What follows belongs to an exercise in optimizing a design on an open flow for small area, a short achievable clock period and few clock cycles per item; a production flow would make more cautious choices. Where RTL was checked, it was by simulation tests only, not by an equivalence proof against the original. Only the layout flow was run in run 7; the RTL was not checked for function there. No activity file was given, so power comes from the tool's default toggle rates.

<file path="design.v">
module top(clk, rst, start, i, socin1, socin2, socin3, socin4,
           socout1, socout2, socout3, socout4, outReady);
  input clk, rst, start, i;
  input socin1, socin2, socin3, socin4;
  output socout1, socout2, socout3, socout4;
  output reg outReady;
  reg [5:0] cnt;            
  reg [9:0] rt;             
  reg       colf;           
  reg [12:0] c;             
  reg [9:0]  tpos_lo;       
  reg [1:0]  tpos_hi;
  reg [1:0]  tcar;
  reg [12:0] tneg;          
  reg sh_c, sh_s, tpos_acc, tpos_fin, jcalc, first, r_init;
  reg m_s, m_n, m_p, horner, out_fix, out_sh;
  wire [12:0] c_n  = sh_c ? {i, c[12:1]} : c;
  wire        ng   = c[12];
  wire        ng_n = c_n[12];
  wire [9:0] sv1, sv2, sv3, sv4;      
  wire q1, q2, q3, q4;                
  wire o1, o2, o3, o4;                
  wire [9:0] all_m, g1, g2, g3, g4;
  genvar m;
  generate for (m = 0; m < 10; m = m + 1) begin : th
    if (m == 0) begin : m0
      assign g1[0] = |sv1[9:1]; assign g2[0] = |sv2[9:1];
      assign g3[0] = |sv3[9:1]; assign g4[0] = |sv4[9:1];
    end else if (m == 9) begin : m9
      assign g1[9] = sv1[9] & |sv1[8:0]; assign g2[9] = sv2[9] & |sv2[8:0];
      assign g3[9] = sv3[9] & |sv3[8:0]; assign g4[9] = sv4[9] & |sv4[8:0];
    end else begin : mm
      assign g1[m] = |sv1[9:m+1] | (sv1[m] & |sv1[m-1:0]);
      assign g2[m] = |sv2[9:m+1] | (sv2[m] & |sv2[m-1:0]);
      assign g3[m] = |sv3[9:m+1] | (sv3[m] & |sv3[m-1:0]);
      assign g4[m] = |sv4[9:m+1] | (sv4[m] & |sv4[m-1:0]);
    end
    assign all_m[m] = (g1[m] | !g1[0]) & (g2[m] | !g2[0]) & (g3[m] | !g3[0]) & (g4[m] | !g4[0]);
  end endgenerate
  wire [9:0] r0q = {10{first}} & rt & ~{rt[8:0], 1'b0};
  wire in_rec = (cnt >= 6'd13) & (cnt <= 6'd15);
  wire init   = (cnt == 6'd15) & (!ng | ((rt == 10'd0) & !colf));
  wire itf    = in_rec & (rt != 10'd0) & !init;
  wire [5:0] cnt_n = (cnt == 6'd0) ? {5'd0, start} :
                     (cnt == 6'd15) ? (init ? 6'd24 : 6'd15) :
                     (cnt == 6'd48) ? 6'd0 : cnt + 6'd1;
  wire [9:0] rt_n = jcalc ? {1'b1, ~all_m[9:1]} : itf ? {rt[8:0], 1'b0} : rt;
  wire colf_n = itf;
  wire in_rec_n = (cnt_n >= 6'd13) & (cnt_n <= 6'd15);
  wire rcnz_n   = jcalc | (itf ? |rt[8:0] : |rt);
  wire init_n   = (cnt_n == 6'd15) & (!ng_n | (!rcnz_n & !colf_n));
  wire itf_n    = in_rec_n & rcnz_n & !init_n;
  always @(posedge clk) begin
    rt       <= rt_n;
    colf     <= colf_n;
  end
  always @(posedge clk) begin
    if (rst) begin
      cnt <= 6'd0;
      {sh_c, sh_s, tpos_acc, tpos_fin, jcalc, first, r_init} <= 7'd0;
      {m_s, m_n, m_p, horner, out_fix, out_sh, outReady} <= 7'd0;
    end else begin
    cnt      <= cnt_n;
    sh_c     <= (cnt_n >= 6'd2)  & (cnt_n <= 6'd14);
    sh_s     <= (cnt_n >= 6'd2)  & (cnt_n <= 6'd11);
    tpos_acc <= (cnt_n >= 6'd3)  & (cnt_n <= 6'd12);
    tpos_fin <= (cnt_n == 6'd12);
    jcalc    <= (cnt_n == 6'd12);
    r_init   <= init_n;
    first    <= jcalc;
    m_s      <= itf_n;
    m_n      <= ng_n & (cnt_n >= 6'd15) & !itf_n;
    m_p      <= !ng_n & (cnt_n >= 6'd15);
    horner   <= (cnt_n >= 6'd24) & (cnt_n <= 6'd35);
    out_fix  <= (cnt_n == 6'd36);
    out_sh   <= (cnt_n >= 6'd37) & (cnt_n <= 6'd47);
    outReady <= (cnt_n >= 6'd36) & (cnt_n <= 6'd47);
    end
  end
  always @(posedge clk) c <= c_n;
  wire [2:0] ssum = sv1[9] + sv2[9] + sv3[9] + sv4[9] + tcar;
  always @(posedge clk) begin
    if (sh_c & !tpos_acc) tcar <= 2'd0;
    else if (tpos_acc) begin
      tcar <= ssum[2:1];
      tpos_lo <= {ssum[0], tpos_lo[9:1]};
      if (tpos_fin) tpos_hi <= ssum[2:1];
    end
  end
  wire [2:0] pc  = q1 + q2 + q3 + q4;
  wire [2:0] pco = o1 + o2 + o3 + o4;
  reg [12:0] tinit;         
  integer b;
  always @(*) begin
    tinit = 13'd0;
    for (b = 0; b < 10; b = b + 1)
      tinit = tinit | (({10'd0, pco} << b) & {13{r0q[b]}});
  end
  wire [12:0] tsum;
  PADD #(12) tadd(.a(tneg[11:0]), .b({10'd0, pc[2:1]}), .ci(1'b0), .s(tsum[12:1]), .co());
  assign tsum[0] = pc[0];
  always @(posedge clk) begin
    if (first) tneg <= tinit;
    else if (colf) tneg <= tsum;
  end
  wire [12:0] T = ({13{m_n}} & tneg) | ({13{m_p}} & {1'b0, tpos_hi, tpos_lo});
  UNIT u1(clk, socin1, sh_s, jcalc, first, r0q, r_init, colf, m_s, horner, out_fix, out_sh, ng, c, T, sv1, q1, o1, socout1);
  UNIT u2(clk, socin2, sh_s, jcalc, first, r0q, r_init, colf, m_s, horner, out_fix, out_sh, ng, c, T, sv2, q2, o2, socout2);
  UNIT u3(clk, socin3, sh_s, jcalc, first, r0q, r_init, colf, m_s, horner, out_fix, out_sh, ng, c, T, sv3, q3, o3, socout3);
  UNIT u4(clk, socin4, sh_s, jcalc, first, r0q, r_init, colf, m_s, horner, out_fix, out_sh, ng, c, T, sv4, q4, o4, socout4);
endmodule
module UNIT(clk, sin, sh_s, jcalc, first, r0, r_init, qcol, m_s, horner, out_fix, out_sh, ng, c, T,
            s, qr, one, out);
  input clk, sin, sh_s, jcalc, first, r_init, qcol, m_s, horner, out_fix, out_sh, ng;
  input [9:0] r0;
  input [12:0] c;
  input [12:0] T;
  output [9:0] s;
  output qr, out;
  output reg one;           
  reg [24:0] S;             
  reg [13:0] R;             
  assign s = S[24:15];
  reg    valq;              
  always @(posedge clk) if (jcalc) begin one <= (s == 10'd1); valq <= |s[9:1]; end
  assign out = S[11];
  wire q  = !R[13];                   
  assign qr = q & valq;
  wire [12:0] M   = ({13{m_s}} & {3'b000, s}) | T;
  wire [10:0] w   = ng ? {one, S[9:0]} : {1'b0, s};
  wire [13:0] X   = r_init ? {3'b000, w} : {R[12:0] | {3'b000, r0}, 1'b0};
  wire        sub = r_init | q;
  wire [13:0] Rn;
  PADD #(14) radd(.a(X), .b({1'b0, M} ^ {14{sub}}), .ci(sub), .s(Rn), .co());
  always @(posedge clk) R <= jcalc ? 14'd0 : Rn;
  reg  [1:0]  d;
  reg         sp;
  wire [14:0] lo;
  PADD #(14) ladd(.a({1'b0, S[12:0]}), .b({2'b00, c[12:1] & {12{q}}}), .ci(1'b0), .s(lo[14:1]), .co());
  assign lo[0] = c[0] & q;
  wire [11:0] e   = sp ? ((d == 2'd0) ? 12'hfff : {10'd0, d - 2'd1}) : {10'd0, d};
  wire [11:0] hx;
  PADD #(12) hadd(.a(S[24:13]), .b(e), .ci(1'b0), .s(hx), .co());
  always @(posedge clk) begin
    if (r_init) begin d <= 2'd0; sp <= 1'b0; end
    else if (horner) begin d <= lo[14:13]; sp <= q & c[12]; end
  end
  always @(posedge clk) begin
    if (horner) S[24:15] <= hx[10:1];
    else if (sh_s) S[24:15] <= {sin, S[24:16]};
    else if (r_init) S[24:15] <= 10'd0;
    else if (out_fix) S[24:15] <= {hx[11], hx[11:3]};
    else if (out_sh) S[24:15] <= {S[24], S[24:16]};
  end
  always @(posedge clk) begin
    if (horner) S[14:0] <= {hx[0], 1'b0, lo[12:0]};
    else if (r_init) S[14:0] <= 15'd0;
    else if (first) S[14:0] <= {S[15:11], 10'd0};
    else if (qcol) S[14:0] <= {S[15:11], S[8:0], qr};
    else if (out_fix) S[14:0] <= {hx[2:0], S[12:1]};
    else S[14:0] <= S[15:1];
  end
endmodule
module PADD #(parameter N = 8, parameter L = 4) (a, b, ci, s, co);    
  input  [N-1:0] a, b;
  input  ci;
  output [N-1:0] s;
  output co;
  wire [N:0] g [0:L];
  wire [N:0] p [0:L];
  assign g[0][0] = ci;
  assign p[0][0] = 1'b0;
  assign g[0][N:1] = a & b;
  assign p[0][N:1] = a ^ b;
  genvar l, i;
  generate for (l = 0; l < L; l = l + 1) begin : lv
    for (i = 0; i <= N; i = i + 1) begin : cl
      if (((i >> l) & 1) == 1) begin : mrg
        localparam J = ((i >> l) << l) - 1;
        if (J < (1 << l)) begin : gray
          PG_G u(.gh(g[l][i]), .ph(p[l][i]), .gl(g[l][J]), .g(g[l+1][i]));
          assign p[l+1][i] = 1'b0;
        end else begin : black
          PG_B u(.gh(g[l][i]), .ph(p[l][i]), .gl(g[l][J]), .pl(p[l][J]), .g(g[l+1][i]), .p(p[l+1][i]));
        end
      end else begin : pass
        assign g[l+1][i] = g[l][i];
        assign p[l+1][i] = p[l][i];
      end
    end
  end endgenerate
  assign s  = p[0][N:1] ^ g[L][N-1:0];
  assign co = g[L][N];
endmodule
module PG_G(gh, ph, gl, g);
  input gh, ph, gl;
  output g;
  assign g = gh | (ph & gl);
endmodule
module PG_B(gh, ph, gl, pl, g, p);
  input gh, ph, gl, pl;
  output g, p;
  assign g = gh | (ph & gl);
  assign p = ph & pl;
endmodule
</file>
<file path="run.sh">
#!/bin/bash
# synth_recipe.tcl (not shown) runs the flow's synth.tcl, then flattens the netlist and writes it again
# the make line also repeats each setting of config.mk as NAME=value (left out here)
make -C /OpenROAD-flow-scripts/flow DESIGN_CONFIG=/design/flow/config.mk WORK_HOME=/design/flow/orfs CLKGATE_MAP_FILE= SYNTH_SCRIPT=/design/flow/synth_recipe.tcl finish
</file>
<file path="config.mk">
export PLATFORM = sky130hd
export DESIGN_NAME = top
export DESIGN_NICKNAME = top
export VERILOG_FILES = /design/flow/design.v
export SDC_FILE = /design/flow/constraint.sdc
export NUM_CORES = 4
export LEC_CHECK = 0
export CAP_MARGIN = 20
export CORE_MARGIN = 2
export CORE_UTILIZATION = 40
export CTS_CLUSTER_DIAMETER = 100
export CTS_CLUSTER_SIZE = 20
export PLACE_DENSITY = 0.6
export SETUP_SLACK_MARGIN = 1.7
export SLEW_MARGIN = 20
</file>
<file path="constraint.sdc">
create_clock -name core_clock -period 5.0 [get_ports {clk}]
set_input_delay 1.0000 -clock core_clock [delete_from_list [all_inputs] [get_ports {clk}]]
set_output_delay 1.0000 -clock core_clock [all_outputs]
set_load 0.01 [all_outputs]
</file>
==> results of run 1 <==
registers in the layout, indices dropped and copies added, names as in the netlist, 6 cells and up:
name / cells
u1.R: 14
cnt: 6
tpos_lo: 10
u1.S: 25
u2.S: 25
tneg: 13
c: 13
u4.S: 25
u4.R: 14
rt: 10
u2.R: 14
u3.S: 25
u3.R: 14
report_power, final:
part | internal (mW) | total, mW | switching [mW]
logic | 2.35 | 5.15 | 2.79
registers | 2.44 | 2.65 | 0.210
clock network | 0.655 | 1.46 | 0.804
total | 5.44 | 9.25 | 3.81
per-stage QoR:
step | std cells | power (mW) | cell area [sq um]
floorplan | 2109 | 6.45 | 18400
global placement | 2637 | 7.27 | 19100
detailed placement | 2637 | 7.39 | 19100
CTS | 2675 | 8.92 | 19700
global route | 2714 | 9.99 | 20300
finish | 2714 | 9.25 | 20300
layout by cell type (no fill, tap or decap), types with 23 or more instances in the layout:
| cell type | Yosys | routed |
|---|---|---|
| o21ai_0 | 90 | 83 |
| o22ai_1 | 37 | 37 |
| buf_4 | 0 | 57 |
| nand2b_1 | 25 | 23 |
| nor2_1 | 255 | 254 |
| inv_1 | 91 | 83 |
| edfxtp_1 | 94 | 94 |
| xnor2_1 | 81 | 80 |
| mux2i_1 | 86 | 86 |
| nor3_1 | 35 | 34 |
| dfxtp_1 | 152 | 133 |
| nand2_1 | 164 | 160 |
| nand3_1 | 29 | 29 |
| xor2_1 | 60 | 60 |
| nor2b_1 | 81 | 77 |
| ha_1 | 155 | 153 |
| fa_1 | 42 | 42 |
| o21a_1 | 25 | 25 |
| a21oi_1 | 163 | 150 |
| a21o_1 | 35 | 34 |
Yosys cell counts (5+ instances only):
cell type / n / area [sq um]
nand2b_1: 25 / 156
a21o_1: 35 / 263
mux2i_1: 86 / 861
o21bai_1: 5 / 37.5
fa_1: 42 / 841
and2_1: 9 / 56.3
nor2_1: 255 / 957
a2111o_1: 5 / 56.3
xnor2_1: 81 / 709
o21ai_0: 90 / 450
edfxtp_1: 94 / 2820
and3_1: 22 / 138
dfxtp_1: 152 / 3040
xor2_1: 60 / 526
nand4_1: 5 / 31.3
nor3b_1: 12 / 90.1
a221oi_1: 17 / 149
o21a_1: 25 / 188
inv_1: 91 / 342
o311ai_0: 8 / 70.1
nand2_1: 164 / 616
nor3_1: 35 / 175
a31oi_1: 12 / 75.1
o31ai_1: 10 / 75.1
a22oi_1: 14 / 105
nand3_1: 29 / 145
a211oi_1: 20 / 150
nand3b_1: 13 / 97.6
or3_1: 18 / 113
o22ai_1: 37 / 231
clkbuf_1: 87 / 327
o211ai_1: 14 / 105
nor4_1: 12 / 75.1
ha_1: 155 / 1940
a21oi_1: 163 / 816
buf_1: 18 / 67.6
or2_2: 20 / 125
nor2b_1: 81 / 507
a22o_1: 8 / 70.1
a222oi_1: 6 / 60.1
worst max-delay path, stage by stage, from the launching register on:
cell	delay [ps]
dfxtp_2	360
inv_2	50
ha_4	220
a21oi_4	160
ha_1	240
a21o_1	180
a21o_1	190
a2111oi_4	420
nor3_2	120
o31a_1	280
or3_4	340
a31o_2	250
a21o_1	140
worst paths after layout:
kind	from	end	slack (ps)	cells after the start
hold / removal	u2.d[1]	u2.d[1]	480	2
setup reg to reg	u1.d[0]	u1.S[24]	1800	12
setup / recovery	u1.d[0]	u1.S[24]	1800	12
hold reg to reg	u2.d[1]	u2.d[1]	480	2
cell families (layout without fill, tap and decap cells):
| family | Yosys count | in the layout | share of synthesized area, % |
|---|---|---|---|
| AND/OR/NAND/NOR | 713 | 713 | 18.4 |
| buffers and inverters | 198 | 203 | 4.09 |
| multiplexers | 90 | 90 | 4.92 |
| XOR/XNOR | 141 | 141 | 6.71 |
| flip-flops | 246 | 246 | 31.9 |
| AO/OA/AOI/OAI | 524 | 524 | 18.8 |
| adder cells (fa/ha/maj) | 197 | 197 | 15.1 |
timing repair:
item                                    CTS  global route
pin swaps                                 4            33
hold endpoints to repair                  0             0
resized for setup                        33            74
buffers inserted                          9            39
endpoints found under the setup margin   67            62
final cells by class:
type | instances | area (sq um)
sequential | 246 | 5900
clock buffer | 25 | 455
fill | 4408 | 25000
clock inverter | 4 | 42.5
tap | 600 | 751
timing repair buffer | 83 | 749
inverter | 91 | 353
multi-input combinational | 1665 | 12100
layer usage:
layer | up-vias | wire (um)
met1 | 7647 | 25900
met2 | 462 | 26600
met4 | 0 | 2140
met3 | 103 | 3580
met5 | - | 0
li1 | 7549 | -
==> run notes, run 1 <==
number of distinct library cells after synthesis 77; M3 GR Usage 3.10%; vias in the first global route 15.4k; Slew Limit Fails 0; largest net degree at the start of global routing 79; Initial Util around two fifths; first drt pass iteration count 7; Worst-path clk slew 100 ps; Core Region 45400 sq um; clock latency (worst-skew pair) 540 ps; async set-reset flop share out of synthesis 0%; Setup CP Type flop to flop; setup ws final 1800 ps; io pins 13; Post-DRT Antenna Nets 0; register area share after synthesis a little under a third; cells after synthesis 2109; setup violators final 0; Post-synth EDFFs 94; Area Overhead vs Synth 10.6%; Placement Setup Slack 1140 ps; die area about 48000 sq um; Syn Area/Cell 8.72 sq um; Hold Vio Cnt, Final 0; Setup TNS 0 ps; Post-Syn Nets 2314; total grt overflow 0; H-tree depth 1; VDD IR max 220 uV; final wirelength 58.3 mm; TritonCTS clock tree built; ratio of final minimum period to clock period 64.0%; Final GP Congestion 0.927; root buffer selected by CTS clkbuf_16; drt wl/cell 21.5 um; Die Span Y approximately 220 um; Core Util, Final 44.8%; met2 Use GR 39.4%; Yosys warning total 4; Power Dens Cells 455 nW/um^2; Hold WS around 480 ps; CTS buffer count 17; detailed placer's ending HPWL 41.7 mm; Port Buffer Count 12; Top FF cell, synth dfxtp_1; critical path required time between 5000 and 6000 ps; Die Wd 218 um; Via Count 15.8k; Rows 78; GR met1 Demand/Resource 32.8%; CTS Hold Bufs 0; fmax between 300 and 400 MHz; RSZ-0062 raised after global routing true; gr busiest metal met2; Slew headroom 30.7%; outcome timing/DRC/antenna clean; CP max FO 4; Max-Cap Viols 0; Critical Path Sink Type flop; Max clock buf depth 3; initial antenna violation count 0; crit path DAT about 3500 ps; via-per-instance ratio 5.81; Final nets between 2k and 2.5k; #FFs+latches synth between 200 and 250; DRC viols 0; Final Skew about 28 ps; worst slew pin tran just over 1000 ps; fraction of layout cells with a size suffix above 1 about 10%; Pleak 8.10 nW; synthesized area 18400 sq um; global-route usage over all layers approximately a quarter; ant diodes 0; first-pass GRT wire length between 80 and 90 mm; hold crit path type flop to flop; startpoint types flop; CTS Sinks 246; Tmin final 3200 ps; Starting DRT DRC Count 1110
Testbench counts, summed over its fixed seeds: cycles 21,091, items 512.
==> run 2, diff against run 1 <==
--- a/config.mk
+++ b/config.mk
@@ -13,3 +13,4 @@
 export PLACE_DENSITY = 0.6
 export SETUP_SLACK_MARGIN = 1.7
 export SLEW_MARGIN = 20
+export TNS_END_PERCENT = 50
==> run 2 against run 1 <==
Still clean. Clock power about the same. Clock skew decreased by 0.61 ps. Power about the same. Critical path type unchanged. Largest cell class unchanged.
==> run notes, run 2 <==
Slew Limit Fails 0 (unchanged); CTS buffer count 17 (unchanged); Core Region 45400 sq um (unchanged); first-pass GRT wire length 89.3 mm (about the same); startpoint types flop; total power 9.24 mW (about the same); Setup TNS 0 ps (unchanged); Worst-path clk slew 110 ps (about the same); critical path required time 5280 ps (about the same); Hold Vio Cnt, Final 0 (unchanged); Die Span Y 218 um (unchanged); Int Pwr 5.44 mW (about the same); Switching Power 3.80 mW (-0.10%); setup violators final 0 (unchanged); total grt overflow 0 (unchanged); Critical Path Sink Type flop; Port Buffer Count 12 (unchanged); Reg2Reg Setup Slack 1750 ps (-50 ps); Sw Share 41.1% (about the same); Gate power share 55.6% (about the same); async set-reset flop share out of synthesis 0% (unchanged); most common cell after layout, fill and taps aside nor2_1; Tmin final 3250 ps (+48.4 ps); Final GP Congestion 0.927 (unchanged); commonest cells in the synthesized netlist 255 x nor2_1, 164 x nand2_1, 163 x a21oi_1, 155 x ha_1, 152 x dfxtp_1; #FFs+latches synth 246 (unchanged); Post-synth EDFFs 94 (unchanged); clock latency (worst-skew pair) 540 ps (about the same); Die Wd 218 um (unchanged); Initial Util 40.5% (unchanged); initial antenna violation count 0 (unchanged); Pleak 8.10 nW (about the same); Max clock buf depth 3 (unchanged); global-route usage over all layers 24.1% (about the same); Yosys warning total 4 (unchanged); Flop pwr share 28.6% (about the same); outcome timing/DRC/antenna clean; post-placement cell count 2637 (unchanged); top cells by area, synth dfxtp_1 17%, edfxtp_1 15%, ha_1 11%, nor2_1 5.2%, mux2i_1 4.7%; Starting DRT DRC Count 1060 (-4.5%); cells after synthesis 2109 (unchanged); Top FF cell, synth dfxtp_1; first drt pass iteration count 5 (-2); Slew headroom 29.7% (-0.98 points); Via Count 15.8k (+0.44%); DRC viols 0 (unchanged); TritonCTS clock tree built; CTS Hold Bufs 0 (unchanged); final cell count without fillers 2714 (unchanged); Max-Cap Viols 0 (unchanged); Setup CP Type flop to flop; VDD IR max 220 uV (about the same); fraction of layout cells with a size suffix above 1 9.98% (-0.095 points); Power Dens Cells 454 nW/um^2 (about the same); Core Util, Final 44.8% (about the same); vias in the first global route 15.4k (-0.071%); via-per-instance ratio 5.83 (+0.44%); RSZ-0062 raised after global routing true; most common cell in the netlist nor2_1; clock network power share 15.8% (about the same); hold crit path type flop to flop; Syn Area/Cell 8.72 sq um (unchanged); CTS Sinks 246 (unchanged); root buffer selected by CTS clkbuf_16; Area Overhead vs Synth 10.6% (about the same); Rows 78 (unchanged); Post-DRT Antenna Nets 0 (unchanged); worst slew pin tran 1050 ps (+14.7 ps); detailed placer's ending HPWL 41.7 mm (unchanged); Post-Syn Nets 2314 (unchanged); number of distinct library cells after synthesis 77 (unchanged); fmax 308 MHz (-1.5%); ant diodes 0 (unchanged); synthesized area 18400 sq um (unchanged); crit path DAT 3530 ps (+50 ps); setup ws final 1750 ps (-48.4 ps); Synth top area share 16.5% (unchanged); commonest non-fill, non-tap cells in the layout 254 x nor2_1, 160 x nand2_1, 153 x ha_1, 150 x a21oi_1, 134 x dfxtp_1; largest net degree at the start of global routing 79 (unchanged); post-synth top area cell dfxtp_1; Final nets 2309 (unchanged); register area share after synthesis 31.9% (unchanged); io pins 13 (unchanged); ratio of final minimum period to clock period 65.0% (+0.97 points); drt wl/cell 21.5 um (about the same); Placement Setup Slack 1140 ps (unchanged); filler cell count 4415 (+0.16%); Final Skew 27.3 ps (-0.612 ps); die area 47700 sq um (unchanged); H-tree depth 1 (unchanged); CP max FO 4 (unchanged); final wirelength 58.3 mm (about the same)
-- run 2: cell counts after synthesis --
No cell type changed its count.
-- run 2: metal layers --
layer | vias to the layer above | GRT usage [%] | share of wire [%]
li1 | 7547 | - | -
met1 | 7701 | 32.8 | 44
met2 | 481 | 39.4 | 46
met3 | 102 | 3.10 | 6.2
met4 | 0 | 8.37 | 3.6
met5 | - | 0 | 0
-- run 2: final cells by class --
type / instances / area (sq um) / share of cell area (%)
multi-input combinational: 1665 / 12100 / 59.4
sequential: 246 / 5900 / 29.0
tap: 600 / 751 / 3.69
timing repair buffer: 83 / 746 / 3.67
clock buffer: 25 / 455 / 2.24
inverter: 91 / 353 / 1.73
clock inverter: 4 / 42.5 / 0.209
-- run 2: power groups by stage --
stage	Combinational [mW]	Clock, mW	Sequential, mW
4_1_cts	4.78	1.49	2.65
5_1_grt	5.76	1.55	2.66
6_report	5.14	1.46	2.64
2_1_floorplan	3.88	0	2.57
3_3_place_gp	4.57	0	2.70
3_5_place_dp	4.69	0	2.70
-- run 2: kinds of logic (layout without fill, tap and decap cells) --
logic type / count (synthesis) / after routing / share of synthesized area [%]
compound gates: 524 / 524 / 18.8
xor+xnor: 141 / 141 / 6.71
fa+ha+maj: 197 / 197 / 15.1
buf+inv: 198 / 203 / 4.09
flops: 246 / 246 / 31.9
mux: 90 / 90 / 4.92
simple gates: 713 / 713 / 18.4
-- run 2: path summary, 6_finish.rpt --
path	from	to	depth (start not counted)
worst max register to register	u1.d[0]	u1.S[24]	12
worst min register to register	u2.d[1]	u2.d[1]	2
worst min-delay path	u2.d[1]	u2.d[1]	2
worst max-delay path	u1.d[0]	u1.S[24]	12
-- run 2: repair_timing --
item	in CTS	in global routing
buffers inserted	8	40
pin swaps	4	34
setup endpoints to repair	67	62
gates resized for setup	31	72
-- run 2: critical path, cell delays in order (launching register included) --
cell and delay (ps):
dfxtp_2 340, inv_1 100, ha_4 210, a21oi_2 180
ha_1 250, a21o_1 180, a21o_1 190, a2111oi_4 420
nor3_2 120, o31a_1 280, or3_4 340, a31o_2 250
a21o_1 140
-- run 2: stage by stage --
step / hold slack (ps) / cell area (sq um)
floorplan: 403 / 18400
global placement: 437 / 19100
detailed placement: 442 / 19100
CTS: 481 / 19700
global route: 493 / 20300
finish: 482 / 20300
==> run 3, diff against run 2 <==
--- a/config.mk
+++ b/config.mk
@@ -10,7 +10,7 @@
 export CORE_UTILIZATION = 40
 export CTS_CLUSTER_DIAMETER = 100
 export CTS_CLUSTER_SIZE = 20
+export GPL_TIMING_DRIVEN = 0
 export PLACE_DENSITY = 0.6
 export SETUP_SLACK_MARGIN = 1.7
 export SLEW_MARGIN = 20
-export TNS_END_PERCENT = 50
==> run 3 against run 2 <==
Highest routed layer is now met5. Setup slack got worse by 55 ps. Routed wire length increased by 12%. Utilization increased by 1.6 points. Sequential share of layout area decreased by 1.0 points. Synthesized cell count unchanged. Design area increased by 3.6%. Critical path type unchanged. Largest cell class unchanged. Die area unchanged.
==> run notes, run 3 <==
FF-to-FF End u1.S[24]; synthesized area 18400 sq um (unchanged); post-synth top area cell dfxtp_1; outcome timing/DRC/antenna clean; most common cell in the netlist nor2_1; Slew Limit Fails 0 (unchanged); area post-placement 19300 sq um (+1.2%); Max clock buf depth 3 (unchanged); total grt overflow 0 (unchanged); drt wl/cell 23.3 um (+8.6%); Core Util, Final 46.4% (+1.6 points); cells after synthesis 2109 (unchanged); first-pass GRT wire length 98.0 mm (+9.7%); Worst-path clk slew 100 ps (about the same); Die Span Y 218 um (unchanged); most frequent CP cell a21o_1; Yosys warning total 4 (unchanged); Top FF cell, synth dfxtp_1; largest net degree at the start of global routing 37 (-53%); Setup TNS 0 ps (unchanged); CTS buffer count 16 (-1); Critical Path Sink Type flop; fraction of layout cells with a size suffix above 1 12.1% (+2.1 points); commonest non-fill, non-tap cells in the layout 250 x nor2_1, 159 x nand2_1, 145 x ha_1, 140 x a21oi_1, 138 x dfxtp_1; Starting DRT DRC Count 1447 (+37%); Via Count 16.6k (+4.7%); Post-synth EDFFs 94 (unchanged); register area share after synthesis 31.9% (unchanged); initial antenna violation count 1 (+1); Tmin final 3300 ps (+55.2 ps); root buffer selected by CTS clkbuf_16; fmax 303 MHz (-1.7%); Hold Vio Cnt, Final 0 (unchanged); Final GP Congestion 0.959 (+3.5%); reg2reg path depth 12 (unchanged); global-route usage over all layers 27.1% (+3.0 points); number of distinct library cells after synthesis 77 (unchanged); Hold Startpoint tpos_lo[8]; WHS Path Cells 0 (-2); clock latency (worst-skew pair) 540 ps (about the same); vias in the first global route 16.2k (+5.3%); Max-Cap Viols 0 (unchanged); first drt pass iteration count 7 (+2); H-tree depth 1 (unchanged); Reg-to-Reg Start u1.d[1]; setup violators final 0 (unchanged); hold crit path type flop to flop; crit path DAT 3610 ps (+80 ps); Core Region 45400 sq um (unchanged); via-per-instance ratio 5.93 (+1.6%); Synth top area share 16.5% (unchanged); final wirelength 65.2 mm (+12%); DRC viols 0 (unchanged); CP Cell Sequence inv_2, ha_4, a21oi_4, ha_4, a21o_1, a21o_1, a2111oi_4, nor3_4, o31a_1, or3_4, a31o_4, a21o_1; Finished Cell Area 21100 sq um (+3.6%); filler cell count 4378 (-0.84%); Setup CP Type flop to flop; CP max FO 3 (-1); Final Skew 30.0 ps (+2.73 ps); io pins 13 (unchanged); RSZ-0062 raised after global routing true; async set-reset flop share out of synthesis 0% (unchanged); startpoint types flop; CTS Sinks 246 (unchanged); Slew headroom 24.3% (-5.5 points); Syn Area/Cell 8.72 sq um (unchanged); VDD IR max 213 uV (-3.0%); Final nets 2391 (+3.6%); critical path required time 5300 ps (+20 ps); detailed placer's ending HPWL 49.6 mm (+19%); Pleak 8.30 nW (+2.5%); Hold WS 462 ps (-20.4 ps); total power 9.83 mW (+6.4%); Area Overhead vs Synth 14.6%; Power Dens Cells 467 nW/um^2 (+2.7%); die area 47700 sq um (unchanged); TritonCTS clock tree built; slowest CP cell a2111oi_4; top cells by area, synth dfxtp_1 17%, edfxtp_1 15%, ha_1 11%, nor2_1 5.2%, mux2i_1 4.7%; Port Buffer Count 12 (unchanged); commonest cells in the synthesized netlist 255 x nor2_1, 164 x nand2_1, 163 x a21oi_1, 155 x ha_1, 152 x dfxtp_1; Hold EP tpos_lo[7]; CP max stage delay 470 ps (+50 ps); Initial Util 40.5% (unchanged); #FFs+latches synth 246 (unchanged); worst slew pin tran 1130 ps (+80.4 ps); CTS Hold Bufs 0 (unchanged); Post-Syn Nets 2314 (unchanged); Reg2Reg Setup Slack 1700 ps (-60 ps); Rows 78 (unchanged); ratio of final minimum period to clock period 66.1% (+1.1 points); most common cell after layout, fill and taps aside nor2_1; Die Wd 218 um (unchanged); Post-DRT Antenna Nets 0 (unchanged)
run 3: area by class of cell:
class	instances	area, sq um	area share (%)
multi-input cells	1665	12400	59.0
diodes	1	2.50	0.0119
inverters	91	357	1.69
clock buffers	27	464	2.20
repair buffers	59	480	2.28
clock inverters	1	16.3	0.0772
flip-flops and latches	246	5900	28.0
well taps	600	751	3.56
plain buffers	107	666	3.16
run 3: routing by layer:
layer / global-route usage, % / vias to the layer above / wire length [um]
met2: 44.7 / 647 / 29800
li1: - / 7715 / -
met4: 11.5 / 2 / 3210
met3: 4.08 / 148 / 5040
met1: 35.3 / 8067 / 27200
met5: 0 / - / 11
run 3: stage by stage:
step,cells,worst slack (ps)
5_1_grt,2796,1620
3_3_place_gp,2721,361
3_5_place_dp,2721,298
6_report,2797,1700
4_1_cts,2762,1670
2_1_floorplan,2109,1710
run 3: cells by family after synthesis:
kind of cell / count (synthesis) / share of synthesized area, %
buffers and inverters: 198 / 4.09
AOI/OAI and AO/OA: 524 / 18.8
adders and majority gates: 197 / 15.1
muxes: 90 / 4.92
and+or+nand+nor: 713 / 18.4
xor gates and xnor gates: 141 / 6.71
DFF: 246 / 31.9
run 3: critical path, delay by kind of cell, from the launching register on:
family	cells	cell delay (ps)
and+or+nand+nor	2	520
adders and majority gates	2	450
DFF	1	340
AOI/OAI and AO/OA	7	1730
buffers and inverters	1	50
run 3: power breakdown:
group | total, mW | switching, mW | internal, mW
clock network | 1.43 | 0.782 | 0.648
logic | 5.72 | 3.08 | 2.64
registers | 2.69 | 0.241 | 2.44
run 3: repair_timing:
item / 4_1_cts / 5_1_grt
setup buffers: 13 / 32
gates cloned: 0 / 2
endpoints found under the setup margin: 90 / 60
pin swaps: 16 / 57
gates resized for setup: 125 / 131
run 3: how the worst max path moves through the flow:
stage,startpoint,endpoint,depth (start not counted)
after detailed placement,r_init,u1.R[13],15
after global routing,u1.d[1],u1.S[24],12
after CTS,c[12],u2.R[10],15
after floorplan,u1.d[0],u1.S[24],12
final,u1.d[1],u1.S[24],12
after global placement,r_init,u1.R[13],15
==> run 4, diff against run 3 <==
--- a/config.mk
+++ b/config.mk
@@ -10,7 +10,6 @@
 export CORE_UTILIZATION = 40
 export CTS_CLUSTER_DIAMETER = 100
 export CTS_CLUSTER_SIZE = 20
-export GPL_TIMING_DRIVEN = 0
 export PLACE_DENSITY = 0.6
-export SETUP_SLACK_MARGIN = 1.7
+export SETUP_SLACK_MARGIN = 1.6
 export SLEW_MARGIN = 20
==> run 4 against run 3 <==
Flip-flop and latch count is the same. Largest cell class unchanged. Cell count decreased by 3.6%. Global-route usage is 3.0 points lower. Combinational power decreased by 12%. Power shrank 6.3%. Highest routed layer is now met4. Critical path type unchanged. Critical endpoint is now u3.R[12]. Critical path depth is 4 lower. Sequential power down 2%.
==> run notes, run 4 <==
commonest cells in the synthesized netlist 255 x nor2_1, 164 x nand2_1, 163 x a21oi_1, 155 x ha_1, 152 x dfxtp_1; Post-Syn Nets 2314 (unchanged); Core Region 45400 sq um (unchanged); Via Count 15.7k (-5.5%); first drt pass iteration count 5 (-2); Placement Setup Slack 1230 ps (+935 ps); area post-placement 19100 sq um (-1.1%); fraction of layout cells with a size suffix above 1 8.20% (-3.9 points); synthesized area 18400 sq um (unchanged); number of distinct library cells after synthesis 77 (unchanged); DRC viols 0 (unchanged); Syn Area/Cell 8.72 sq um (unchanged); Final nets 2292 (-4.1%); #FFs+latches synth 246 (unchanged); detailed placer's ending HPWL 42.2 mm (-15%); most common cell in the netlist nor2_1; Rows 78 (unchanged); initial antenna violation count 0 (-1); RSZ-0062 raised after global routing false; outcome timing/DRC/antenna clean; drt wl/cell 21.5 um (-7.7%); via-per-instance ratio 5.81 (-2.0%); Hold WS 470 ps (+8.01 ps); die area 47700 sq um (unchanged); final wirelength 58.1 mm (-11%); Starting DRT DRC Count 1313 (-9.3%); VDD IR max 222 uV (+4.2%); H-tree depth 1 (unchanged); ratio of final minimum period to clock period 66.6% (+0.50 points); commonest non-fill, non-tap cells in the layout 254 x nor2_1, 160 x nand2_1, 155 x a21oi_1, 155 x ha_1, 141 x dfxtp_1; total grt overflow 0 (unchanged); worst slew pin tran 1070 ps (-64.6 ps); setup ws final 1670 ps (-24.8 ps); CTS buffer count 17 (+1); Post-DRT Antenna Nets 0 (unchanged); Slew Limit Fails 0 (unchanged); startpoint types flop; Synth top area share 16.5% (unchanged); root buffer selected by CTS clkbuf_16; Tmin final 3330 ps (+24.8 ps); io pins 13 (unchanged); Power Dens Cells 458 nW/um^2 (-1.9%); Critical Path Sink Type flop; vias in the first global route 15.2k (-6.0%); Die Wd 218 um (unchanged); first-pass GRT wire length 88.9 mm (-9.3%); clock latency (worst-skew pair) 550 ps (about the same); Hold Vio Cnt, Final 0 (unchanged); register area share after synthesis 31.9% (unchanged); Setup TNS 0 ps (unchanged); CP max FO 7 (+4); Finished Cell Area 20100 sq um (-4.5%); fmax 300 MHz (-0.75%); global-route usage over all layers 24.1% (-3.0 points); Slew headroom 28.7% (+4.4 points); setup violators final 0 (unchanged); crit path DAT 3710 ps (+100 ps); Final GP Congestion 0.928 (-3.3%); CTS Sinks 246 (unchanged); top cells by area, synth dfxtp_1 17%, edfxtp_1 15%, ha_1 11%, nor2_1 5.2%, mux2i_1 4.7%; most common cell after layout, fill and taps aside nor2_1; Yosys warning total 4 (unchanged); TritonCTS clock tree built; Port Buffer Count 12 (unchanged); Post-synth EDFFs 94 (unchanged); critical path required time 5390 ps (+90 ps); Final Skew 32.9 ps (+2.91 ps); cells after synthesis 2109 (unchanged); async set-reset flop share out of synthesis 0% (unchanged); Area Overhead vs Synth 9.43%; largest net degree at the start of global routing 62 (+68%); Setup CP Type flop to flop; Max-Cap Viols 0 (unchanged); Die Span Y 218 um (unchanged); hold crit path type flop to flop; Pleak 8.00 nW (-3.5%); Worst-path clk slew 100 ps (about the same); Initial Util 40.5% (unchanged); post-synth top area cell dfxtp_1; Max clock buf depth 3 (unchanged); ant diodes 0 (-1); Top FF cell, synth dfxtp_1
run 4: power breakdown:
group	leakage, nW	internal [mW]	total, mW	switching (mW)
Combinational	5.61	2.27	5.01	2.75
Clock	0.272	0.761	1.57	0.806
Sequential	2.12	2.43	2.63	0.201
Total	8.00	5.46	9.21	3.75
run 4: cell families (layout without fill, tap and decap cells):
group / Yosys count / count (layout) / share of synthesized area [%]
xor gates and xnor gates: 141 / 141 / 6.71
DFF: 246 / 246 / 31.9
buffers and inverters: 198 / 186 / 4.09
muxes: 90 / 90 / 4.92
adders and majority gates: 197 / 197 / 15.1
and+or+nand+nor: 713 / 713 / 18.4
AOI/OAI and AO/OA: 524 / 524 / 18.8
run 4: area by class of cell:
cell class,instances,area (sq um)
clock inverter,5,65.1
timing repair buffer,66,589
multi-input combinational,1665,12000
tap,600,751
inverter,91,357
fill,4392,25300
sequential,246,5890
clock buffer,24,494
run 4: path summary, 6_finish.rpt:
check / slack (ps) / start / cells past startpoint / to
setup / recovery: 1670 / u3.S[15] / 8 / u3.R[12]
hold / removal: 470 / tpos_lo[8] / 0 / tpos_lo[7]
setup reg to reg: 1670 / u3.S[15] / 8 / u3.R[12]
hold reg to reg: 470 / tpos_lo[8] / 0 / tpos_lo[7]
run 4: worst max-delay path: stages, from the launching register on:
cell       delay, ps
edfxtp_1         550
a222oi_1         720
a21oi_1          270
o311ai_1         620
a2111oi_4        180
o31ai_2          440
o22ai_1          170
xor2_1           160
nor2_1            60
run 4: stage by stage:
| step | power [mW] | std cells | utilization (%) |
|---|---|---|---|
| 2_1_floorplan | 6.45 | 2109 | - |
| 3_3_place_gp | 7.32 | 2638 | 42.0 |
| 3_5_place_dp | 7.42 | 2638 | 42.0 |
| 4_1_cts | 9.07 | 2673 | 43.5 |
| 5_1_grt | 9.96 | 2697 | 44.4 |
| 6_report | 9.21 | 2697 | 44.4 |
run 4: timing repair:
| action | CTS | global route |
|---|---|---|
| gates resized for setup | 23 | 45 |
| pin swaps | 1 | 14 |
| endpoints found under the setup margin | 47 | 54 |
| buffers inserted | 6 | 24 |
| hold buffers | 0 | 0 |
run 4: layer usage:
| metal | share of wire, % | up-vias | GRT usage, % |
|---|---|---|---|
| met2 | 46 | 415 | 40.7 |
| met1 | 44 | 7647 | 32.2 |
| met5 | 0 | - | 0 |
| met4 | 3.8 | 0 | 8.05 |
| met3 | 5.5 | 98 | 2.42 |
| li1 | - | 7513 | - |
==> run 5, diff against run 4 <==
--- a/config.mk
+++ b/config.mk
@@ -11,5 +11,5 @@
 export CTS_CLUSTER_DIAMETER = 100
 export CTS_CLUSTER_SIZE = 20
 export PLACE_DENSITY = 0.6
-export SETUP_SLACK_MARGIN = 1.6
+export SETUP_SLACK_MARGIN = 1.75
 export SLEW_MARGIN = 20
==> run 5 against run 4 <==
First-iteration DRC count up 1.3%. Largest cell class unchanged. Combinational power increased by 4%. Flip-flop and latch count unchanged. Largest power group unchanged. Clock skew down 1.4 ps. Cell count increased by 1.6%. Critical path depth increased by 4. Utilization is 1.3 points higher. Highest routed layer unchanged. Still clean on timing, DRC and antenna. Critical path type unchanged. Critical endpoint is now u1.S[24].
==> run notes, run 5 <==
Post-DRT Antenna Nets 0 (unchanged); adder-cell area share of the yosys netlist 15.1% (unchanged); register area share after synthesis 31.9% (unchanged); detailed placer's ending HPWL 42.0 mm (-0.32%); ratio of final minimum period to clock period 63.5% (-3.1 points); Die Wd 218 um (unchanged); DRC viols 0 (unchanged); Tmin final 3180 ps (-153 ps); clock latency (worst-skew pair) 530 ps (-20 ps); #FFs+latches synth 246 (unchanged); Port Buffer Count 12 (unchanged); Starting DRT DRC Count 1330 (+1.3%); Power Dens Cells 449 nW/um^2 (-1.9%); root buffer selected by CTS clkbuf_16; top cells by area, synth dfxtp_1 17%, edfxtp_1 15%, ha_1 11%, nor2_1 5.2%, mux2i_1 4.7%; worst slew pin tran 1060 ps (-13.8 ps); xor/xnor share of the synthesized area 6.71% (unchanged); most common cell in the netlist nor2_1; hold crit path type flop to flop; Final GP Congestion 0.932 (+0.40%); crit path DAT 3480 ps (-230 ps); filler cell count 4392 (unchanged); Yosys warning total 4 (unchanged); startpoint types flop; setup violators final 0 (unchanged); io pins 13 (unchanged); initial antenna violation count 1 (+1); H-tree depth 1 (unchanged); outcome timing/DRC/antenna clean; CTS buffer count 17 (unchanged); die area 47700 sq um (unchanged); commonest cells in the synthesized netlist 255 x nor2_1, 164 x nand2_1, 163 x a21oi_1, 155 x ha_1, 152 x dfxtp_1; Hold Vio Cnt, Final 0 (unchanged); Post-Syn Nets 2314 (unchanged); Critical path buffers and inverters 1 (+1); fmax 315 MHz (+4.8%); Setup TNS 0 ps (unchanged); critical path required time 5300 ps (-90 ps); async set-reset flop share out of synthesis 0% (unchanged); largest net degree at the start of global routing 80 (+29%); Syn Area/Cell 8.72 sq um (unchanged); CP max FO 3 (-4); Area Overhead vs Synth 12.5%; most frequent CP cell a21o_1; Placement Setup Slack 1180 ps (-56.5 ps); Core Region 45400 sq um (unchanged); ant diodes 0 (unchanged); metal2 WL 26.7 mm (-0.77%); simple logic cell fraction of the synthesized area 18.4% (unchanged); Max clock buf depth 3 (unchanged); Slew headroom 29.6% (+0.92 points); routed wl met3 3.70 mm (+16%); Reg2Reg Setup Slack 1820 ps (+150 ps); TritonCTS clock tree built; CP Cell Sequence inv_2, ha_4, a21oi_4, ha_4, a21o_1, a21o_1, a2111oi_4, nor3_2, o31a_1, or3_4, a31o_4, a21o_1; total grt overflow 0 (unchanged); final cell count without fillers 2740 (+1.6%); CTS Hold Bufs 0 (unchanged); area post-placement 19100 sq um (about the same); RSZ-0062 raised after global routing true; fraction of layout cells with a size suffix above 1 11.9% (+3.7 points); commonest non-fill, non-tap cells in the layout 251 x nor2_1, 160 x nand2_1, 148 x a21oi_1, 148 x ha_1, 133 x dfxtp_1; most common cell after layout, fill and taps aside nor2_1; slowest CP cell a2111oi_4; Initial Util 40.5% (unchanged); Top FF cell, synth dfxtp_1; Synth top area share 16.5% (unchanged); post-synthesis mux area share 4.92% (unchanged); final wirelength 58.4 mm (+0.67%); number of distinct library cells after synthesis 77 (unchanged); Compound-Gate Fraction of Synth Area 18.8% (unchanged); M1 wire length 25.9 mm (+0.70%); Die Span Y 218 um (unchanged); via-per-instance ratio 5.82 (+0.10%); CTS Sinks 246 (unchanged); Post-synth EDFFs 94 (unchanged); max layer used met4; Setup CP Type flop to flop; VDD IR max 279 uV (+26%); first drt pass iteration count 9 (+4); first-pass GRT wire length 89.2 mm (+0.40%); drt wl/cell 21.3 um (-0.91%); Final nets 2335 (+1.9%); Finished Cell Area 20700 sq um (+2.8%); Max-Cap Viols 0 (unchanged); vias in the first global route 15.4k (+1.1%); CP max stage delay 410 ps (-310 ps); Slew Limit Fails 0 (unchanged); Rows 78 (unchanged); Pleak 8.24 nW (+3.0%); global-route usage over all layers 24.2% (+0.071 points); setup ws final 1820 ps (+153 ps); Final Skew 31.5 ps (-1.42 ps); post-synth top area cell dfxtp_1; largest family of logic cells by synthesized area compound AO/OA/AOI/OAI gates; Worst-path clk slew 100 ps (about the same); synthesized area 18400 sq um (unchanged); cell family with most CP delay compound AO/OA/AOI/OAI gates; Critical Path Sink Type flop; post-placement cell count 2639 (+0.038%); Via Count 15.9k (+1.7%); cells after synthesis 2109 (unchanged)
==> run 5: worst paths after layout <==
kind / startpoint / to / depth (start not counted)
worst max-delay path: u1.d[1] / u1.S[24] / 12
worst min-delay path: tpos_lo[8] / tpos_lo[7] / 0
worst max register to register: u1.d[1] / u1.S[24] / 12
worst min register to register: tpos_lo[8] / tpos_lo[7] / 0
==> run 5: routing by layer <==
layer | global-route usage, % | vias up
met5 | 0 | -
met4 | 8.98 | 0
met3 | 2.96 | 108
met2 | 39.4 | 494
met1 | 32.8 | 7746
li1 | - | 7591
==> run 5: logic make-up after synthesis <==
kind of cell / Yosys count
and+or+nand+nor: 713
AOI/OAI and AO/OA: 524
DFF: 246
buffers and inverters: 198
adders and majority gates: 197
xor gates and xnor gates: 141
muxes: 90
==> run 5: power by group <==
part / leakage (nW) / internal (mW) / switching, mW
sequential: 2.12 / 2.44 / 0.193
clock: 0.251 / 0.683 / 0.792
combinational: 5.87 / 2.37 / 2.82
==> run 5: stage by stage <==
| step | total power, mW | util, % | hold WS [ps] |
|---|---|---|---|
| finish | 9.29 | 45.6 | 467 |
| global route | 10.0 | 45.6 | 484 |
| CTS | 8.99 | 43.9 | 468 |
| detailed placement | 7.39 | 42.0 | 443 |
| global placement | 7.30 | 42.0 | 452 |
| floorplan | 6.45 | - | 403 |
==> run 5: area by class of cell <==
cell class | count | area [sq um] | share of cell area, %
Multi-Input combinational cell | 1665 | 12200 | 59.0
Inverter | 91 | 360 | 1.74
Timing Repair Buffer | 109 | 953 | 4.61
Clock buffer | 25 | 477 | 2.30
Clock inverter | 4 | 36.3 | 0.175
Sequential cell | 246 | 5900 | 28.5
Tap cell | 600 | 751 | 3.63
==> run 5: repair_timing <==
action	4_1_cts	5_1_grt
endpoints found under the hold margin	0	0
pin swaps	14	40
gates resized for setup	49	88
setup buffers	22	49
cloned	0	1
endpoints found under the setup margin	102	63
==> run 6, diff against run 5 <==
--- a/config.mk
+++ b/config.mk
@@ -8,8 +8,8 @@
 export CAP_MARGIN = 20
 export CORE_MARGIN = 2
 export CORE_UTILIZATION = 40
-export CTS_CLUSTER_DIAMETER = 100
+export CTS_CLUSTER_DIAMETER = 150
 export CTS_CLUSTER_SIZE = 20
 export PLACE_DENSITY = 0.6
-export SETUP_SLACK_MARGIN = 1.75
+export SETUP_SLACK_MARGIN = 1.7
 export SLEW_MARGIN = 20
==> run 6 against run 5 <==
Still clean. Fmax shrank 2.6%. Area after synthesis is the same. Combinational power is essentially flat. Utilization shrank 0.84 points. Sequential power is essentially flat. Hold slack gained 14 ps. Cell count shrank 1.2%. Die area is the same. Flip-flop and latch count is the same. Clock skew grew 11 ps. First-iteration DRC count shrank 15%. Clock power shrank 5%. Critical path type unchanged. Critical endpoint unchanged. Highest routed layer unchanged.
==> run notes, run 6 <==
outcome timing/DRC/antenna clean; total grt overflow 0 (unchanged); routed wl met3 3.82 mm (+3.2%); CTS Sinks 246 (unchanged); via-per-instance ratio 5.84 (+0.44%); Syn Area/Cell 8.72 sq um (unchanged); VDD IR max 241 uV (-14%); final wirelength 58.2 mm (-0.49%); Post-Syn Nets 2314 (unchanged); Hold Vio Cnt, Final 0 (unchanged); M1 wire length 25.8 mm (-0.51%); post-synthesis mux area share 4.92% (unchanged); xor/xnor share of the synthesized area 6.71% (unchanged); Setup TNS 0 ps (unchanged); filler cell count 4424 (+0.73%); synthesized area 18400 sq um (unchanged); top cells by area, synth dfxtp_1 17%, edfxtp_1 15%, ha_1 11%, nor2_1 5.2%, mux2i_1 4.7%; final cell count without fillers 2707 (-1.2%); Pleak 8.05 nW (-2.4%); commonest cells in the synthesized netlist 255 x nor2_1, 164 x nand2_1, 163 x a21oi_1, 155 x ha_1, 152 x dfxtp_1; Post-synth EDFFs 94 (unchanged); initial antenna violation count 1 (unchanged); startpoint types flop; Top FF cell, synth dfxtp_1; CTS buffer count 16 (-1); vias in the first global route 15.4k (-0.26%); FF-to-FF End u1.S[24]; hold crit path type flop to flop; Slew Limit Fails 0 (unchanged); Final nets 2302 (-1.4%); max layer used met4; post-synth top area cell dfxtp_1; post-placement cell count 2637 (-0.076%); die area 47700 sq um (unchanged); Slew headroom 24.7% (-4.9 points); async set-reset flop share out of synthesis 0% (unchanged); Critical Path Sink Type flop; Post-DRT Antenna Nets 0 (unchanged); Yosys warning total 4 (unchanged); Multi-input gate area 12100 sq um (-0.58%); number of distinct library cells after synthesis 77 (unchanged); setup violators final 0 (unchanged); commonest non-fill, non-tap cells in the layout 254 x nor2_1, 160 x nand2_1, 150 x ha_1, 149 x a21oi_1, 134 x dfxtp_1; Finished Cell Area 20300 sq um (-1.8%); most common cell after layout, fill and taps aside nor2_1; critical path required time 5280 ps (-20 ps); CTS Hold Bufs 0 (unchanged); io pins 13 (unchanged); most common cell in the netlist nor2_1; Reg2Reg Setup Slack 1740 ps (-90 ps); H-tree depth 1 (unchanged); largest family of logic cells by synthesized area compound AO/OA/AOI/OAI gates; Die Span Y 218 um (unchanged); Max-Cap Viols 0 (unchanged); Area Overhead vs Synth 10.5%; Rows 78 (unchanged); cells after synthesis 2109 (unchanged); clock latency (worst-skew pair) 540 ps (about the same); simple logic cell fraction of the synthesized area 18.4% (unchanged); reg2reg path depth 12 (unchanged); Power Dens Cells 453 nW/um^2 (+0.88%); worst slew pin tran 1130 ps (+73.8 ps); Hold EP u2.d[1]; first drt pass iteration count 7 (-2); crit path DAT 3540 ps (+60 ps); ant diodes 0 (unchanged); Via Count 15.8k (-0.77%); CP max FO 4 (+1); RSZ-0062 raised after global routing true; metal2 WL 26.6 mm (-0.57%); largest net degree at the start of global routing 79 (-1.3%); Reg-to-Reg Start u1.d[1]; Starting DRT DRC Count 1131 (-15%); Hold Startpoint u2.d[1]; Final Skew 42.6 ps (+11.1 ps); register area share after synthesis 31.9% (unchanged); WHS Path Cells 2 (+2); #FFs+latches synth 246 (unchanged); detailed placer's ending HPWL 41.7 mm (-0.82%); fraction of layout cells with a size suffix above 1 9.97% (-1.9 points); Initial Util 40.5% (unchanged); Die Wd 218 um (unchanged); Core Region 45400 sq um (unchanged); TritonCTS clock tree built; Tmin final 3260 ps (+85.4 ps); Setup CP Type flop to flop; global-route usage over all layers 24.1% (-0.11 points); Final GP Congestion 0.927 (-0.53%); first-pass GRT wire length 89.2 mm (about the same); DRC viols 0 (unchanged); fmax 307 MHz (-2.6%); total power 9.20 mW (-0.96%); Reg area 5900 sq um (about the same); ratio of final minimum period to clock period 65.2% (+1.7 points); adder-cell area share of the yosys netlist 15.1% (unchanged); Max clock buf depth 3 (unchanged); Synth top area share 16.5% (unchanged); Compound-Gate Fraction of Synth Area 18.8% (unchanged); Port Buffer Count 12 (unchanged); drt wl/cell 21.5 um (+0.72%); root buffer selected by CTS clkbuf_16; Worst-path clk slew 90 ps (about the same); area post-placement 19100 sq um (-0.10%)
==> run 6: cell count changes in the layout (fill, tap and decap cells not counted), sizes merged <==
cell,change
buf,-31
inv,-1
clkinvlp,-1
==> run 6: final cells by class <==
class                           instances  share of cell area [%]
Clock inverter                          2                   0.160
Timing Repair Buffer                   77                    3.42
Inverter                               91                    1.75
Tap cell                              600                    3.69
Sequential cell                       246                    29.0
Clock buffer                           26                    2.15
Multi-Input combinational cell       1665                    59.8
==> run 6: critical path, stage by stage, from the launching register on <==
cell and delay, ps:
dfxtp_2 350, inv_2 60, ha_4 240, a21oi_4 180, ha_4 220, a21o_1 150, a21o_1 220, a2111oi_4 420
nor3_2 120, o31a_1 280, or3_4 400, a31o_4 230, a21o_1 140
==> run 6: cell families (layout without fill, tap and decap cells) <==
family                   Yosys count  in the layout
AND/OR/NAND/NOR                  713            713
multiplexers                      90             90
adder cells (fa/ha/maj)          197            197
AO/OA/AOI/OAI                    524            524
XOR/XNOR                         141            141
flip-flops                       246            246
buffers and inverters            198            196
==> run 6: where the power goes <==
group | switching [mW] | internal [mW] | total (mW)
Combinational | 2.80 | 2.36 | 5.16
Clock | 0.776 | 0.621 | 1.40
Sequential | 0.211 | 2.44 | 2.65
==> run 6: how the worst max path moves through the flow <==
| stage | slack [ps] | to | cells after the start | startpoint |
|---|---|---|---|---|
| 2_1_floorplan | 1710 | u1.S[24] | 12 | u1.d[0] |
| 3_3_place_gp | 1220 | u4.R[13] | 11 | u4.R[13] |
| 3_5_place_dp | 1140 | u4.R[13] | 11 | u4.R[13] |
| 4_1_cts | 1700 | u3.S[19] | 12 | u3.d[0] |
| 5_1_grt | 1630 | u1.S[24] | 12 | u1.d[1] |
| 6_report | 1740 | u1.S[24] | 12 | u1.d[1] |
==> run 6: metal layers <==
layer,track usage [%],vias up
met5,0,-
met4,8.12,0
met3,2.98,90
met2,39.3,505
met1,32.9,7696
li1,-,7525
==> run 6: repair_timing <==
item,in CTS,in global routing
buffers inserted,9,33
pin swaps,5,36
gates resized for setup,35,80
setup endpoints to repair,68,60
==> run 6: per-stage QoR <==
step | setup slack [ps] | util (%) | hold slack (ps)
floorplan | 1710 | - | 403
global placement | 1220 | 42.0 | 437
detailed placement | 1140 | 42.0 | 442
CTS | 1700 | 43.5 | 480
global route | 1630 | 44.8 | 492
finish | 1740 | 44.8 | 481
==> run 7, diff against run 6 <==
--- a/design.v
+++ b/design.v
@@ -43,7 +43,7 @@
   wire itf    = in_rec & (rt != 10'd0) & !init;
   wire [5:0] cnt_n = (cnt == 6'd0) ? {5'd0, start} :
                      (cnt == 6'd15) ? (init ? 6'd24 : 6'd15) :
-                     (cnt == 6'd48) ? 6'd0 : cnt + 6'd1;
+                     (cnt == 6'd47) ? 6'd0 : cnt + 6'd1;
   wire [9:0] rt_n = jcalc ? {1'b1, ~all_m[9:1]} : itf ? {rt[8:0], 1'b0} : rt;
   wire colf_n = itf;
   wire in_rec_n = (cnt_n >= 6'd13) & (cnt_n <= 6'd15);
@@ -71,10 +71,10 @@
     m_s      <= itf_n;
     m_n      <= ng_n & (cnt_n >= 6'd15) & !itf_n;
     m_p      <= !ng_n & (cnt_n >= 6'd15);
-    horner   <= (cnt_n >= 6'd24) & (cnt_n <= 6'd35);
-    out_fix  <= (cnt_n == 6'd36);
-    out_sh   <= (cnt_n >= 6'd37) & (cnt_n <= 6'd47);
-    outReady <= (cnt_n >= 6'd36) & (cnt_n <= 6'd47);
+    horner   <= (cnt_n >= 6'd24) & (cnt_n <= 6'd34);
+    out_fix  <= (cnt_n == 6'd35);
+    out_sh   <= (cnt_n >= 6'd36) & (cnt_n <= 6'd46);
+    outReady <= (cnt_n >= 6'd35) & (cnt_n <= 6'd46);
     end
   end
   always @(posedge clk) c <= c_n;
@@ -104,31 +104,38 @@
     else if (colf) tneg <= tsum;
   end
   wire [12:0] T = ({13{m_n}} & tneg) | ({13{m_p}} & {1'b0, tpos_hi, tpos_lo});
-  UNIT u1(clk, socin1, sh_s, jcalc, first, r0q, r_init, colf, m_s, horner, out_fix, out_sh, ng, c, T, sv1, q1, o1, socout1);
-  UNIT u2(clk, socin2, sh_s, jcalc, first, r0q, r_init, colf, m_s, horner, out_fix, out_sh, ng, c, T, sv2, q2, o2, socout2);
-  UNIT u3(clk, socin3, sh_s, jcalc, first, r0q, r_init, colf, m_s, horner, out_fix, out_sh, ng, c, T, sv3, q3, o3, socout3);
-  UNIT u4(clk, socin4, sh_s, jcalc, first, r0q, r_init, colf, m_s, horner, out_fix, out_sh, ng, c, T, sv4, q4, o4, socout4);
+  wire z1, z2, z3, z4;
+  UNIT u1(clk, socin1, sh_s, jcalc, first, r0q, r_init, colf, m_s, horner, out_fix, out_sh, ng, c, T,
+          z2 & z3 & z4, sv1, q1, o1, z1, socout1);
+  UNIT u2(clk, socin2, sh_s, jcalc, first, r0q, r_init, colf, m_s, horner, out_fix, out_sh, ng, c, T,
+          z1 & z3 & z4, sv2, q2, o2, z2, socout2);
+  UNIT u3(clk, socin3, sh_s, jcalc, first, r0q, r_init, colf, m_s, horner, out_fix, out_sh, ng, c, T,
+          z1 & z2 & z4, sv3, q3, o3, z3, socout3);
+  UNIT u4(clk, socin4, sh_s, jcalc, first, r0q, r_init, colf, m_s, horner, out_fix, out_sh, ng, c, T,
+          z1 & z2 & z3, sv4, q4, o4, z4, socout4);
 endmodule
 module UNIT(clk, sin, sh_s, jcalc, first, r0, r_init, qcol, m_s, horner, out_fix, out_sh, ng, c, T,
-            s, qr, one, out);
+            oz, s, qr, one, z, out);
   input clk, sin, sh_s, jcalc, first, r_init, qcol, m_s, horner, out_fix, out_sh, ng;
   input [9:0] r0;
   input [12:0] c;
   input [12:0] T;
   output [9:0] s;
-  output qr, out;
+  input oz;                 
+  output qr, z, out;
   output reg one;           
   reg [24:0] S;             
   reg [13:0] R;             
   assign s = S[24:15];
   reg    valq;              
   always @(posedge clk) if (jcalc) begin one <= (s == 10'd1); valq <= |s[9:1]; end
+  assign z = !(one | valq);   
   assign out = S[11];
   wire q  = !R[13];                   
   assign qr = q & valq;
   wire [12:0] M   = ({13{m_s}} & {3'b000, s}) | T;
   wire [10:0] w   = ng ? {one, S[9:0]} : {1'b0, s};
-  wire [13:0] X   = r_init ? {3'b000, w} : {R[12:0] | {3'b000, r0}, 1'b0};
+  wire [13:0] X   = r_init ? ({2'b00, w, 1'b0} & {14{!oz}}) : {R[12:0] | {3'b000, r0}, 1'b0};
   wire        sub = r_init | q;
   wire [13:0] Rn;
   PADD #(14) radd(.a(X), .b({1'b0, M} ^ {14{sub}}), .ci(sub), .s(Rn), .co());
@@ -142,7 +149,7 @@
   wire [11:0] hx;
   PADD #(12) hadd(.a(S[24:13]), .b(e), .ci(1'b0), .s(hx), .co());
   always @(posedge clk) begin
-    if (r_init) begin d <= 2'd0; sp <= 1'b0; end
+    if (r_init) begin d <= 2'd0; sp <= oz & c[12]; end
     else if (horner) begin d <= lo[14:13]; sp <= q & c[12]; end
   end
   always @(posedge clk) begin
@@ -154,7 +161,7 @@
   end
   always @(posedge clk) begin
     if (horner) S[14:0] <= {hx[0], 1'b0, lo[12:0]};
-    else if (r_init) S[14:0] <= 15'd0;
+    else if (r_init) S[14:0] <= {2'b00, c & {13{oz}}};
     else if (first) S[14:0] <= {S[15:11], 10'd0};
     else if (qcol) S[14:0] <= {S[15:11], S[8:0], qr};
     else if (out_fix) S[14:0] <= {hx[2:0], S[12:1]};
--- a/config.mk
+++ b/config.mk
@@ -8,8 +8,6 @@
 export CAP_MARGIN = 20
 export CORE_MARGIN = 2
 export CORE_UTILIZATION = 40
-export CTS_CLUSTER_DIAMETER = 150
-export CTS_CLUSTER_SIZE = 20
 export PLACE_DENSITY = 0.6
-export SETUP_SLACK_MARGIN = 1.7
+export SETUP_SLACK_MARGIN = 1.8
 export SLEW_MARGIN = 20
==> run 7 against run 6 <==
Sequential power grew 5%. Global-route usage grew 1.8 points. Via count grew 10%. Area after synthesis grew 5.3%. Sequential share of layout area shrank 2.1 points. Fmax grew 3.1%. Setup slack gained 99 ps. Critical endpoint is now tneg[9]. Largest cell class unchanged.
==> run notes, run 7 <==
Power Dens Cells 500 nW/um^2 (+10%); CP max FO 3 (-1); CP startpoint u1.valq; Port Buffer Count 12 (unchanged); TritonCTS clock tree built; ratio of final minimum period to clock period 63.2% (-2.0 points); CTS Sinks 246 (unchanged); synthesized area 19400 sq um (+5.3%); Rows 80 (+2.6%); Pleak 8.62 nW (+7.2%); Slew Limit Fails 0 (unchanged); Syn Area/Cell 8.58 sq um (-1.6%); final wirelength 66.3 mm (+14%); root buffer selected by CTS clkbuf_16; number of distinct library cells after synthesis 77 (unchanged); CTS Hold Bufs 0 (unchanged); register area share after synthesis 30.5% (-1.4 points); hold crit path type flop to flop; Starting DRT DRC Count 2021 (+79%); Post-Syn Nets 2468 (+6.7%); Final GP Congestion 0.922 (-0.53%); via-per-instance ratio 6.06 (+3.7%); DRC viols 0 (unchanged); VDD IR max 348 uV (+44%); Initial Util 40.6% (+0.042 points); fraction of layout cells with a size suffix above 1 12.1% (+2.1 points); detailed placer's ending HPWL 46.8 mm (+12%); commonest non-fill, non-tap cells in the layout 206 x nor2_1, 181 x a21oi_1, 158 x nand2_1, 155 x ha_1, 139 x dfxtp_1; Core Region 47700 sq um (+5.2%); setup ws final 1840 ps (+99.3 ps); global-route usage over all layers 25.8% (+1.8 points); first drt pass iteration count 5 (-2); Die Wd 224 um (+2.6%); Tmin final 3160 ps (-99.3 ps); initial antenna violation count 2 (+1); async set-reset flop share out of synthesis 0% (unchanged); total power 11.0 mW (+19%); outcome timing/DRC/antenna clean; Hold WS 460 ps (-21.5 ps); Hold Vio Cnt, Final 0 (unchanged); critical path required time 5340 ps (+60 ps); commonest cells in the synthesized netlist 215 x nor2_1, 189 x a21oi_1, 165 x nand2_1, 160 x ha_1, 148 x dfxtp_1; ant diodes 0 (unchanged); Placement Setup Slack 1120 ps (-16.6 ps); setup violators final 0 (unchanged); first-pass GRT wire length 99.5 mm (+12%); fmax 316 MHz (+3.1%); RSZ-0062 raised after global routing true; Die Span Y 224 um (+2.6%); Reg-to-Reg Start u1.valq; cells after synthesis 2258 (+7.1%); Final nets 2453 (+6.6%); crit path DAT 3500 ps (-40 ps); Max clock buf depth 3 (unchanged); total grt overflow 0 (unchanged); Area Overhead vs Synth 13.5%; top cells by area, synth dfxtp_1 15%, edfxtp_1 15%, ha_1 10%, xnor2_1 5.1%, a21oi_1 4.9%; io pins 13 (unchanged); Synth top area share 15.3% (-1.2 points); Yosys warning total 4 (unchanged); drt wl/cell 23.0 um (+7.1%); #FFs+latches synth 246 (unchanged); Top FF cell, synth dfxtp_1; worst slew pin tran 982 ps (-147 ps); Setup CP Type flop to flop; Critical Path Sink Type flop; vias in the first global route 16.6k (+8.2%); most common cell after layout, fill and taps aside nor2_1; most common cell in the netlist nor2_1; Max-Cap Viols 0 (unchanged); H-tree depth 1 (unchanged); Via Count 17.5k (+10%); startpoint types flop; die area 50200 sq um (+5.2%); Setup TNS 0 ps (unchanged); Worst-path clk slew 60 ps (-30 ps); Hold Startpoint tpos_lo[2]; CTS buffer count 30 (+14); largest net degree at the start of global routing 67 (-15%); Post-synth EDFFs 98 (+4.3%); post-synth top area cell dfxtp_1; Final Skew 8.68 ps (-33.9 ps); Slew headroom 34.5% (+9.8 points); clock latency (worst-skew pair) 580 ps (+40 ps); Post-DRT Antenna Nets 0 (unchanged)
## run 7: cell types whose count changed after synthesis, sizes merged, moves of 18 or more
cell    previous run  this run
mux2i             86        68
mux2               4        34
or2               23         5
o31a               3        25
nand3             29        51
nor2             255       216
o21ai             93       135
a21oi            163       189
xnor2             81       112
clkbuf            87       114
## run 7: worst paths after layout
check | to | slack [ps] | cells after the start
max reg2reg | tneg[9] | 1840 | 12
min reg2reg | tpos_lo[1] | 460 | 0
max | tneg[9] | 1840 | 12
min | tpos_lo[1] | 460 | 0
## run 7: layout make-up
class                           count  area [sq um]
Tap cell                          615           769
Clock buffer                       38           928
Inverter                          106           413
Multi-Input combinational cell   1770         12900
Fill cell                        4543         25800
Clock inverter                     18           267
Timing Repair Buffer               89           761
Sequential cell                   246          5930
## run 7: metal layers
layer / global-route usage, % / routed length, um / part of all wire, %
met1: 35.9 / 28500 / 43
met2: 38.5 / 28100 / 42
met3: 5.02 / 6230 / 9.4
met4: 12.2 / 3490 / 5.3
met5: 0 / 17 / 0.026
## run 7: logic make-up after synthesis
group                      count (synthesis)  synth area share, %
and+or+nand+nor                          693                 17.2
adders and majority gates                202                 14.7
AOI/OAI and AO/OA                        611                 20.1
DFF                                      246                 30.5
muxes                                    102                 5.49
xor gates and xnor gates                 162                 7.32
buffers and inverters                    242                 4.79
## run 7: worst max-delay path, stage by stage, from the launching register on
cell	delay, ps
edfxtp_1	460
nor2b_2	210
fa_2	590
ha_2	220
ha_4	200
ha_2	180
a21oi_2	170
nand4bb_4	200
nor2_2	50
ha_2	160
xnor2_1	140
o21ai_1	70
a221o_1	270
## run 7: timing repair
item | 4_1_cts | 5_1_grt
resized for setup | 38 | 73
cloned | 0 | 1
pin swaps | 6 | 14
setup buffers | 10 | 33
endpoints found under the hold margin | 0 | 0
endpoints found under the setup margin | 60 | 50
## run 7: through the flow
stage / util (%) / instance area, sq um / instances
2_1_floorplan: - / 19400 / 2258
3_3_place_gp: 41.9 / 20000 / 2782
3_5_place_dp: 41.9 / 20000 / 2782
4_1_cts: 44.9 / 21400 / 2848
5_1_grt: 46.0 / 22000 / 2882
6_report: 46.0 / 22000 / 2882
## run 7: where the power goes
| group | internal [mW] | switching (mW) | leakage, nW |
|---|---|---|---|
| clock | 1.63 | 0.984 | 0.579 |
| combinational | 2.59 | 3.01 | 5.91 |
| sequential | 2.50 | 0.277 | 2.13 |
| total | 6.72 | 4.27 | 8.62 |

## re-timing with driven ports
The results above use ideal ports. As a check the final layouts listed here were re-extracted and re-timed, cells and wires unchanged.
Step 1: set_driving_cell puts a clkbuf_16 on clk and a buf_2 on each other input, an assumption about the parent block.
Step 2 adds t to the input delays and takes it off the output delays; t is the mean of the earliest and latest rising clock arrival at the registers after step 1. Input paths then give back, and output paths get back, about the clock's delay inside the block.
Three values: ideal, step 1, step 2; two values: the first two.
run	t, ns	setup slack, ns	clock arrival spread, ns
run 1	0.582	1.799 / 1.799 / 1.799	0.027 / 0.028
run 2	0.581	1.751 / 1.751 / 1.751	0.028 / 0.028
run 3	0.579	1.696 / 1.696 / 1.696	0.031 / 0.031
run 4	0.591	1.671 / 1.671 / 1.671	0.033 / 0.034
run 5	0.576	1.824 / 1.824 / 1.824	0.033 / 0.033
run 6	0.579	1.738 / 1.738 / 1.738	0.043 / 0.043
run 7	0.635	1.838 / 1.838 / 1.838	0.010 / 0.009
After both steps setup and hold are still met in every run listed.
